What follows belongs to an exercise in optimizing a design on an open flow for a short achievable clock period and few clock cycles; a production flow would make more cautious choices.
RTL that was checked went through simulation tests only; none was proved equivalent to the original.
The clock port is modelled as an ideal driver; clocking choices that lean on that would not hold on a real chip.
Power figures rest on the tool's default switching activity, not on a simulated workload.

// RV32core
module  RV32core(
        input clk,   
        input rst,   
        output[31:0] imem_addr,
        input [31:0] imem_rdata,
        output[31:0] dmem_addr,
        output[31:0] dmem_wdata,
        output[3:0]  dmem_wstrb,
        output       dmem_we,
        input [31:0] dmem_rdata,
        input [4:0]  debug_addr,
        output[31:0] debug_data
	);
For scale: ~8,500 cells after synthesis, about 200 I/O pins.
==> flow/config.mk <==
export PLATFORM = sky130hd
export DESIGN_NAME = RV32core
export DESIGN_NICKNAME = RV32core
export VERILOG_FILES = /design/flow/design.v
export SDC_FILE = /design/flow/constraint.sdc
export NUM_CORES = 4
export LEC_CHECK = 0
export CAP_MARGIN = 20
export CORE_MARGIN = 2
export CORE_UTILIZATION = 40
export PLACE_DENSITY = 0.6
export SETUP_SLACK_MARGIN = 5
export SLEW_MARGIN = 20
export SYNTH_HIERARCHICAL = 1
==> flow/constraint.sdc <==
create_clock -name core_clock -period 10.0 [get_ports {clk}]
set_input_delay 2.0000 -clock core_clock [delete_from_list [all_inputs] [get_ports {clk}]]
set_output_delay 2.0000 -clock core_clock [all_outputs]
set_load 0.01 [all_outputs]
run.sh (not shown) runs the stock make flow with config.mk's settings and CLKGATE_MAP_FILE= SYNTH_SCRIPT=/design/flow/synth_recipe.tcl, a recipe that flattens the netlist after the stock synthesis.
Testbench counts at the start, summed over its fixed seeds: cycles 1,712,525.
==> next run, changes <==
--- a/flow/design.v
+++ b/flow/design.v
@@ -191,18 +191,17 @@
         for (gi = 1; gi < 32; gi = gi + 1) begin : rfv
             assign rfq[32*gi-1 -: 32] = rf[gi];
         end
     endgenerate
     wire [31:0] sum;
     add_32 e_adder(.a(e_a), .b(e_b), .cin(e_cin), .s(sum));
     wire lt  = (e_a[31] ^ ~e_b[31]) ? e_a[31]  : sum[31];
     wire ltu = (e_a[31] ^ ~e_b[31]) ? ~e_b[31] : sum[31];
-    wire [63:0] sra_x = {{32{e_sa[31]}}, e_sa} >> e_sb[4:0];
-    wire [31:0] sra = sra_x[31:0];
+    wire [31:0] sra = $signed(e_sa) >>> e_sb[4:0];
     wire [31:0] srl = e_sa >> e_sb[4:0];
     wire [31:0] sll = e_sa << e_sb[4:0];
     wire [1:0]  bo = sum[1:0];
     wire [7:0]  ld_b = bo[1] ? (bo[0] ? dmem_rdata[31:24] : dmem_rdata[23:16])
                              : (bo[0] ? dmem_rdata[15:8]  : dmem_rdata[7:0]);
     wire [15:0] ld_h = bo[1] ? dmem_rdata[31:16] : dmem_rdata[15:0];
     wire [31:0] ld   = e_mf3[1] ? dmem_rdata :
                        e_mf3[0] ? {e_mf3[2] ? 16'd0 : {16{ld_h[15]}}, ld_h} :
Outcome: Cell count does not change. Routed wire length is unchanged. Total power does not change. Die area stays the same. Fmax does not change. Global-route usage is unchanged. Cell area stays the same. Register-to-register slack hardly moves.
No functional check of the RTL was part of the second run of this note.

--- another note on this design; it stands on its own ---

==> flow/design.v (excerpt) <==
module  RV32core(
        input clk,   
        input rst,   
        output[31:0] imem_addr,
        input [31:0] imem_rdata,
        output[31:0] dmem_addr,
        output[31:0] dmem_wdata,
        output[3:0]  dmem_wstrb,
        output       dmem_we,
        input [31:0] dmem_rdata,
        input [4:0]  debug_addr,
        output[31:0] debug_data
	);
Size in the first run: roughly 9500 cells after synthesis, ~200 I/O pins, roughly 90000 um^2 of cells after synthesis.
==> flow/config.mk <==
export PLATFORM = sky130hd
export DESIGN_NAME = RV32core
export DESIGN_NICKNAME = RV32core
export VERILOG_FILES = /design/flow/design.v
export SDC_FILE = /design/flow/constraint.sdc
export NUM_CORES = 4
export LEC_CHECK = 0
export CAP_MARGIN = 20
export CORE_MARGIN = 2
export CORE_UTILIZATION = 40
export PLACE_DENSITY = 0.6
export SETUP_SLACK_MARGIN = 5
export SLEW_MARGIN = 20
export SYNTH_HIERARCHICAL = 1
==> flow/constraint.sdc <==
create_clock -name core_clock -period 10.0 [get_ports {clk}]
set_input_delay 2.0000 -clock core_clock [delete_from_list [all_inputs] [get_ports {clk}]]
set_output_delay 2.0000 -clock core_clock [all_outputs]
set_load 0.01 [all_outputs]
standard.sh (not shown) runs the stock make flow with config.mk's settings and CLKGATE_MAP_FILE= SYNTH_SCRIPT=/design/flow/synth_recipe.tcl, a recipe that flattens the netlist after the stock synthesis.
==> flow/flow/run.sh <==
#!/bin/bash
# Own layout flow: the standard flow with a gate-sizing and buffer-removal step after CTS.
# Each tool's output goes to a log file in the folder this runs in.
set -euo pipefail
export FLOW_FLOW_DIR="$PWD/flow"
export POST_CTS_TCL="$FLOW_FLOW_DIR/post_cts.tcl"
bash standard.sh > standard.log 2>&1
Other scripts of this flow, unchanged in this note and not shown: flow/flow/gsize.tcl, flow/flow/post_cts.tcl
The starting point ran to the end with no violations.
Testbench counts at the start, summed over its fixed seeds: cycles 1,712,525.
Rerun with:
Settings changed: CORE_UTILIZATION 40 to 50, PLACE_DENSITY 0.6 to 0.7.
Outcome:
- via count grows by a few percent
- final area grows slightly
- first-iteration DRC count grows by a quarter to a third
- maximum frequency shrinks by a few percent
- setup slack loses 0.14 ns

## port drivers added, routing unchanged
How much do the figures lean on ideal ports? The routed layouts below were timed once more, with nothing changed but the port constraints. Step 1 sets driving cells, clkbuf_16 on the clock port and buf_2 on the other inputs (assumed; they add their load-dependent delay and slew). Step 2 times the ports against the registers' clock, not the clock port: input delays grow and output delays shrink by t, the midpoint of the rising clock arrivals with the driver on. Slacks: ideal / step 1 / step 2; pairs: ideal / step 1.
run | t (ns) | slack for setup (ns) | worst slew at a driven data input, ns
the first run of note 1 | 0.945 | 3.566 / 3.409 / 3.409 | 0.22
the second run of note 1 | 0.945 | 3.566 / 3.409 / 3.409 | 0.22
the first run of note 2 | 0.943 | 4.417 / 4.038 / 3.706 | 0.48
the second run of note 2 | 0.926 | 4.276 / 3.999 / 3.723 | 0.37
After both steps setup and hold are still met in every run listed. For the first run of note 2, which loses most, drivers alone change the setup slack by -0.379 ns; drivers and shift together by -0.711 ns.
